This is an optimization exercise on Yosys and OpenROAD, whose aim is small area, not a production implementation.
In this exercise RTL edits were held to simulation tests only and were not proved equivalent to the original.
Power figures rest on the tool's default switching activity, not on a simulated workload.

--- design/flow/design.v ---
`timescale 1ns / 1ps
module TOP_WATCH_STOP_WATCH(
    input clk,
    input reset,
    input RX,
    input btn_run_stop, btn_clear, btn_mode,
    output TX,
    output [3:0] fnd_com,
    output [7:0] fnd_font,
    output tx_busy
);
    reg [1:0] ph4;       
    reg [1:0] ph3;       
    reg [1:0] sel;       
    reg [3:0] c11;       
    reg [4:0] c31;       
    wire t0        = (c11 == 4'd0);
    wire baud_tick = (ph4 == 2'd0) && !t0;
    wire scan_tick = !ph4[0] && (ph3 == 2'd0) && !t0;
    wire scan_next = ph4[0] && (ph3 == 2'd1);       
    wire tick_10ms = (c11 == 4'd11);
    wire tick_1s   = (c31 == 5'd31);
    always @(posedge clk, posedge reset) begin
        if (reset) begin
            ph4 <= 0;
            ph3 <= 0;
            sel <= 0;
            c11 <= 0;
            c31 <= 0;
        end else begin
            ph4 <= ph4 + 1;
            ph3 <= (ph3 == 2'd2) ? 2'd0 : ph3 + 1;
            if (scan_tick) sel <= sel + 1;
            c11 <= tick_10ms ? 4'd1 : c11 + 1;
            c31 <= tick_1s ? 5'd1 : c31 + 1;
        end
    end
    reg [2:0] db_rs, db_cl, db_md;
    function [2:0] db_next(input [2:0] s, input b);
        if (!b) db_next = 3'd0;
        else if (s >= 3'd4) db_next = 3'd5;
        else db_next = s + 1;
    endfunction
    always @(posedge clk, posedge reset) begin
        if (reset) begin
            db_rs <= 0;
            db_cl <= 0;
            db_md <= 0;
        end else if (scan_tick) begin
            db_rs <= db_next(db_rs, btn_run_stop);
            db_cl <= db_next(db_cl, btn_clear);
            db_md <= db_next(db_md, btn_mode);
        end
    end
    wire p_rs = scan_next && (db_rs == 3'd4);
    wire p_cl = scan_next && (db_cl == 3'd4);
    wire p_md = scan_next && (db_md == 3'd4);
    localparam CLOCK_HM = 3'b000, CLOCK_SMS = 3'b010, RUN = 3'b110,
               STOP = 3'b100, CLEAR = 3'b101;
    reg [2:0] bst, ust;
    always @(posedge clk, posedge reset) begin
        if (reset) bst <= CLOCK_HM;
        else case (bst)
            CLOCK_HM:  if (p_rs) bst <= CLOCK_SMS; else if (p_md) bst <= STOP;
            CLOCK_SMS: if (p_rs) bst <= CLOCK_HM;
            RUN:       if (p_rs) bst <= STOP;
            STOP:      if (p_md) bst <= CLOCK_HM; else if (p_cl) bst <= CLEAR;
                       else if (p_rs) bst <= RUN;
            default:   bst <= STOP;
        endcase
    end
    reg [3:0] rp, rt;
    reg [7:0] rx_data;
    reg [3:0] tp, tt;
    reg       tx_q, busy_q;
    wire r_idle = (rp == 4'b1001);
    wire r_stop = (rp == 4'b1000);
    wire r_recv = !rp[3];
    wire r_fresh = r_idle && (rt == 4'd0);
    wire first_q = (ph4 == 2'd1) && (rt == 4'd0);
    wire rx_done = (r_stop && !first_q) || (r_fresh && first_q);
    wire cmd     = r_fresh && (ph4 == 2'd3);
    always @(posedge clk, posedge reset) begin
        if (reset) begin
            rp <= 4'b1001;
            rt <= 4'd1;
        end else if (baud_tick) begin
            if (r_idle) begin
                if (!RX) {rp, rt} <= 8'hf0;
                else rt <= 4'd1;
            end else begin
                {rp, rt} <= {rp, rt} + 1;
            end
        end
    end
    always @(posedge clk) begin
        if (r_recv && rt == 4'd7) rx_data[rp[2:0]] <= RX;
    end
    wire t_idle = (tp == 4'b1001);
    wire t_start = (tp == 4'b1111);
    wire t_send = !tp[3];
    always @(posedge clk, posedge reset) begin
        if (reset) begin
            tp <= 4'b1001;
        end else if (t_idle) begin
            if (rx_done) tp <= 4'b1111;
        end else if (baud_tick && tt == 4'd15) begin
            tp <= tp + 1;
        end
    end
    always @(posedge clk) begin
        if (t_idle) tt <= 4'd0;
        else if (baud_tick) tt <= tt + 1;
    end
    always @(posedge clk, posedge reset) begin
        if (reset) begin
            tx_q <= 1'b1;
            busy_q <= 1'b0;
        end else begin
            tx_q <= t_send ? rx_data[tp[2:0]] : !t_start;
            busy_q <= t_send || t_start;
        end
    end
    assign TX = tx_q;
    assign tx_busy = busy_q;
    wire u_r = cmd && (rx_data == 8'h72);
    wire u_m = cmd && (rx_data == 8'h6d);
    wire u_c = cmd && (rx_data == 8'h63);
    always @(posedge clk, posedge reset) begin
        if (reset) ust <= CLOCK_HM;
        else case (ust)
            CLOCK_HM:  if (u_r) ust <= CLOCK_SMS; else if (u_m) ust <= STOP;
            CLOCK_SMS: if (u_r) ust <= CLOCK_HM;
            RUN:       if (u_r) ust <= STOP;
            STOP:      if (u_m) ust <= CLOCK_HM; else if (u_c) ust <= CLEAR;
                       else if (u_r) ust <= RUN;
            default:   if (cmd) ust <= STOP;    
        endcase
    end
    wire f_mode = bst[2] | ust[2];
    wire f_run  = bst[1] | ust[1];
    wire f_clear = bst[0] | ust[0];
    reg [3:0] sw_div;
    wire sw_run = f_run && f_mode;
    wire sw_tick = (sw_div == 4'd11);
    always @(posedge clk, posedge reset) begin
        if (reset) sw_div <= 0;
        else if (sw_run) sw_div <= sw_tick ? 4'd1 : sw_div + 1;
        else if (sw_tick) sw_div <= 0;
    end
    reg [2:0] sw3;
    reg [3:0] sw2, sw1, sw0;
    reg [2:0] ck3;
    reg [3:0] ck2, ck1, ck0;
    always @(posedge clk, posedge reset) begin
        if (reset) begin
            {sw3, sw2, sw1, sw0} <= 0;
        end else if (f_clear) begin
            {sw3, sw2, sw1, sw0} <= 0;
        end else if (sw_tick) begin
            if (sw3 == 3'd6) {sw3, sw2, sw1, sw0} <= 0;
            else if (sw0 != 4'd9) sw0 <= sw0 + 1;
            else begin
                sw0 <= 0;
                if (sw1 != 4'd9) sw1 <= sw1 + 1;
                else begin
                    sw1 <= 0;
                    if (sw2 != 4'd9) sw2 <= sw2 + 1;
                    else begin
                        sw2 <= 0;
                        sw3 <= sw3 + 1;
                    end
                end
            end
        end
    end
    always @(posedge clk, posedge reset) begin
        if (reset) begin
            {ck3, ck2, ck1, ck0} <= 0;
        end else if (tick_10ms) begin
            if (ck3 == 3'd6) {ck3, ck2, ck1, ck0} <= 0;
            else if (ck0 != 4'd9) ck0 <= ck0 + 1;
            else begin
                ck0 <= 0;
                if (ck1 != 4'd9) ck1 <= ck1 + 1;
                else begin
                    ck1 <= 0;
                    if (ck2 != 4'd9) ck2 <= ck2 + 1;
                    else begin
                        ck2 <= 0;
                        ck3 <= ck3 + 1;
                    end
                end
            end
        end
    end
    reg [5:0] sec;
    reg [3:0] mq;
    reg [2:0] mt;
    reg [3:0] mo;
    always @(posedge clk, posedge reset) begin
        if (reset) begin
            sec <= 0;
            {mq, mt, mo} <= 0;
        end else if (tick_1s) begin
            if (sec != 6'd59) sec <= sec + 1;
            else begin
                sec <= 0;
                if (mq == 4'd15 && mt == 3'd4 && mo == 4'd0) {mq, mt, mo} <= 0;
                else if (mt == 3'd6 && mo == 4'd3) begin
                    mt <= 0;
                    mo <= 0;
                    mq <= mq + 1;
                end else if (mo == 4'd9) begin
                    mo <= 0;
                    mt <= mt + 1;
                end else mo <= mo + 1;
            end
        end
    end
    reg [3:0] digit;
    always @(*) begin
        if (f_mode) begin
            case (sel)
                2'd0: digit = sw0;
                2'd1: digit = sw1;
                2'd2: digit = sw2;
                default: digit = (sw3 == 3'd6) ? 4'd0 : {1'b0, sw3};
            endcase
        end else if (f_run) begin
            case (sel)
                2'd0: digit = ck0;
                2'd1: digit = ck1;
                2'd2: digit = ck2;
                default: digit = (ck3 == 3'd6) ? 4'd0 : {1'b0, ck3};
            endcase
        end else begin
            case (sel)
                2'd0: digit = mo;
                2'd1: digit = {1'b0, mt};
                default: digit = 4'd0;
            endcase
        end
    end
    reg [6:0] seg;
    always @(*) begin
        if (digit[3]) seg = digit[0] ? 7'h10 : 7'h00;
        else case (digit[2:0])
            3'd0: seg = 7'h40;
            3'd1: seg = 7'h79;
            3'd2: seg = 7'h24;
            3'd3: seg = 7'h30;
            3'd4: seg = 7'h19;
            3'd5: seg = 7'h12;
            3'd6: seg = 7'h02;
            default: seg = 7'h78;
        endcase
    end
    assign fnd_font = {sel != 2'd2, seg};
    assign fnd_com = ~(4'b0001 << sel);
endmodule
--- design/flow/run.sh ---
#!/bin/bash
# synth_recipe.tcl (not shown) runs the flow's synth.tcl, then flattens the netlist and writes it again
# the make line also repeats each setting of config.mk as NAME=value (left out here)
make -C /OpenROAD-flow-scripts/flow DESIGN_CONFIG=/design/flow/config.mk WORK_HOME=/design/flow/orfs CLKGATE_MAP_FILE= SYNTH_SCRIPT=/design/flow/synth_recipe.tcl finish
--- design/flow/config.mk ---
export PLATFORM = sky130hd
export DESIGN_NAME = TOP_WATCH_STOP_WATCH
export DESIGN_NICKNAME = TOP_WATCH_STOP_WATCH
export VERILOG_FILES = /design/flow/design.v
export SDC_FILE = /design/flow/constraint.sdc
export NUM_CORES = 4
export LEC_CHECK = 0
export CAP_MARGIN = 20
export CORE_MARGIN = 2
export CORE_UTILIZATION = 40
export SLEW_MARGIN = 20
--- design/flow/constraint.sdc ---
create_clock -name core_clock -period 200.0 [get_ports {clk}]
set_input_delay 40.0000 -clock core_clock [delete_from_list [all_inputs] [get_ports {clk}]]
set_output_delay 40.0000 -clock core_clock [all_outputs]
set_load 0.01 [all_outputs]
==> results.txt <==
* Number of failing setup endpoints in the final timing report at 0
* Number of synthesis warnings at 1
* Core area at 0.0151 sq mm
* Clock Tree Buf Depth at 2
* Post-route worst setup slack at 156.85 ns
* Routed WL at 12,400 um
* Maximum vdd ir drop at 0.00408 mV
* Transition time at the pin with the least slew margin at 0.879 ns
* Average wire length per cell after detail routing at 14.4 um
* Initial detailed-routing violation count at 362
* Launching element type of the critical path: flop
* Die Footprint at 0.0163 sq mm
* Depth of the most critical reg-to-reg path at 7
* Flip-flop and latch count after synthesis at 107
* Data required time of the critical path at 160.00 ns
* Clock period minus worst slack at 43.15 ns
* Post-Route Hold Slack at 0.448 ns
* Data arrival time of the critical path at 3.15 ns
* Number of I/O pins at 20
* Setup TNS at 0 ns
* Maximum level of the CTS H-tree at 3
* Die Y-Extent at 128 um
* Synth-to-layout area growth at 11.1%
* Highest attainable clock frequency at 23.2 MHz
* Outcome: finished clean
* Number of buffers added by the clock tree synthesis step at 9
* Placed cell count at 842
* Via count of the first global-routing pass at 4,554
* Cell Count, Final, Fillers Out at 858
* RSZ-0062 raised after global routing: false
* Type of the setup path with the least slack: flop to output pin
* CTS tree: built
* Sequential share of the synthesized area at 44.1%
* Diodes inserted at 0
* Clock slew at the register clock pins of the worst setup and hold paths at 0.08 ns
* Max capacitance violation total at 0
* Category of the worst setup path capture point: output pin
* Async set-reset flop share out of synthesis at 88.8%
* Area of the mapped netlist at 0.00613 sq mm
* Number of nets with antenna violations after routing at 0
* Utilization after layout at 45.1%
* Number of buffers added for setup after CTS at 0
* Via-per-instance ratio at 5.47
* Vias after detailed routing at 4,695
* Aggregate global routing overflow at 0
* Cell depth of the worst min-delay path at 1
* Hold-fix buffer count after cts at 0
* Synthesized netlist net count at 702
* Fraction of layout cells with a size suffix above 1 at 6.72%
* Peak fanout along the critical path at 9
* Chip Width at 128 um
* Areal power density over the cells at 7.61 mW/mm^2
* Worst max-slew margin expressed relative to the limit at 41.3%
* Cells after Synth at 647
* Number of remaining DRC errors at 0
* Clk Tree Root Cell: sky130_fd_sc_hd__clkbuf_16
* First-pass GRT wire length at 21,500 um
* Number of distinct library cells after synthesis at 67
* Hold Fails Final Rpt at 0
* Number of pins with negative max-slew slack in the final report at 0
* Pin count of the biggest net entering global routing at 51
* Number of antenna violations at the first check in global routing at 0
* HPWL after detailed placement at 9080 um
* Floorplan row count at 45
* Total global routing track utilization at 16.3%
* Clock Latency Late Sink at 0.36 ns
* Count of nets after finishing at 720
* Port Buffer Count at 19
* Type of the most critical hold path: flop to flop
* Number of sinks handled by clock tree synthesis at 107
* Number of flops mapped to enable cells by yosys at 8
* Final weighted congestion of routability-driven global placement at 0.824
* Number of detailed-route iterations in the first pass at 6
* Initial core utilization at 40.6%
* Leading cell type in the layout, fill and taps excluded: sky130_fd_sc_hd__dfrtp_1
* P_leak at 2.94 nW
* Worst-case clock skew at 0.00929 ns
* Mean instance size in the synthesized netlist at 9.47 sq um
* Share of the clock period used by the worst path after layout at 21.6%
* Top library cells by usage in the layout, fill and taps aside: sky130_fd_sc_hd__dfrtp_1 (89), sky130_fd_sc_hd__nand2_1 (88), sky130_fd_sc_hd__o21ai_0 (64)
* Number of inserted filler cells in the final layout at 1,439
* Number of gates resized after cts at 0
* Setup WS pre-CTS at 157.20 ns
* Dominant synthesized flop cell: sky130_fd_sc_hd__dfrtp_1
worst max-delay path, cell delays in order (launching register included):
cell and delay [ns]:
sky130_fd_sc_hd__dfrtp_1 0.40, sky130_fd_sc_hd__inv_1 0.11, sky130_fd_sc_hd__ha_1 0.33, sky130_fd_sc_hd__a222oi_1 0.38
sky130_fd_sc_hd__a211oi_1 0.16, sky130_fd_sc_hd__a311oi_4 0.42, sky130_fd_sc_hd__nor3_2 0.10, sky130_fd_sc_hd__nand2_1 0.08
sky130_fd_sc_hd__o2111a_1 0.25, sky130_fd_sc_hd__clkdlybuf4s50_1 0.57
stage by stage:
step	power (mW)	area, sq um
floorplan	0.0310	6130
global placement	0.0333	6490
detailed placement	0.0337	6490
CTS	0.0527	6810
global route	0.0549	6810
finish	0.0518	6810
final timing paths:
path	endpoint	slack (ns)	startpoint
hold reg to reg	ph3[0]	0.45	ph3[1]
max in group asynchronous	sw2[2]	158.80	reset
hold / removal	ph3[0]	0.45	ph3[1]
setup reg to reg	mt[2]	197.76	c31[0]
min in group asynchronous	c11[2]	40.12	reset
setup / recovery	fnd_font[3]	156.85	sel[0]
report_power, final:
part	total [mW]	internal [mW]	leakage (nW)	switching, mW
sequential	0.0248	0.0232	1.34	0.00159
clock	0.0186	0.00984	0.153	0.00872
combinational	0.00846	0.00356	1.44	0.00489
total	0.0518	0.0366	2.94	0.0152
cell families after synthesis:
kind of cell	after synthesis	synth area share (%)
muxes	15	3.00
xor gates and xnor gates	23	3.29
adders and majority gates	49	10.0
and+or+nand+nor	258	21.2
buffers and inverters	53	3.59
DFF	107	44.1
AOI/OAI and AO/OA	142	14.7
cell usage after synthesis (all sizes together) (5+ instances only):
cell	instances	share of area [%]
or2	5	0.51
a21o	7	0.86
nor2b	9	0.92
o31ai	8	0.98
nor2	47	3.0
dfstp	6	2.6
or3	7	0.71
and2	8	0.82
nand2	89	5.5
nand2b	5	0.51
xor2	9	1.3
mux2	7	1.3
dfrtp	89	36
o21ai	69	5.6
buf	10	0.96
nand3b	11	1.3
mux2i	6	0.98
nand4	8	0.82
xnor2	14	2.0
a21oi	23	1.9
ha	49	10
inv	40	2.5
edfxtp	8	3.9
a222oi	6	0.98
nor3	19	1.7
nand3	28	2.3
layer usage:
metal | GRT usage, % | part of all wire, % | up-vias | wire length, um
met5 | 0 | 0 | - | 0
met4 | 6.27 | 1.9 | 0 | 233
met3 | 3.80 | 3.7 | 18 | 459
met2 | 26.0 | 46 | 90 | 5680
met1 | 21.5 | 48 | 2256 | 6000
li1 | - | - | 2331 | -
registers in the layout, indices dropped and copies added (netlist names), 4 cells and up:
signal   flops
c11          4
c31          5
ck0          4
ck1          4
ck2          4
mo           4
mq           4
rp           4
rt           4
rx_data      8
sec          6
sw0          4
sw1          4
sw2          4
sw_div       4
tp           4
tt           4
cell type report:
| type | instances | area, sq um | share of cell area, % |
|---|---|---|---|
| flip-flops and latches | 107 | 2710 | 39.7 |
| clock buffers | 11 | 264 | 3.88 |
| well taps | 188 | 235 | 3.45 |
| multi-input cells | 487 | 3210 | 47.1 |
| clock inverters | 5 | 50.0 | 0.735 |
| repair buffers | 20 | 198 | 2.90 |
| inverters | 40 | 151 | 2.22 |

[what the ideal ports hide]
Ports are ideal in the flow. The routed layout listed here was re-timed in OpenROAD. Step 1 assumes that a clkbuf_16 drives the clock port and a buf_2 every other input. Step 2 times the ports against the registers' clock, not the clock port: input delays grow and output delays shrink by t, the midpoint of the rising clock arrivals with the driver on. Slacks: no drivers / after step 1 / after step 2; pairs: no drivers / after step 1.
shift t [ns]: 0.401
setup slack, ns: 156.851 / 156.807 / 157.208
worst hold slack (ns): 0.448 / 0.448 / 0.448
clock arrival spread, ns: 0.010 / 0.009
worst data-port slew with drivers (ns): 0.03
After both steps setup and hold are still met in this run. The setup slack of this run moves by -0.044 ns with the drivers and by +0.357 ns with both steps.
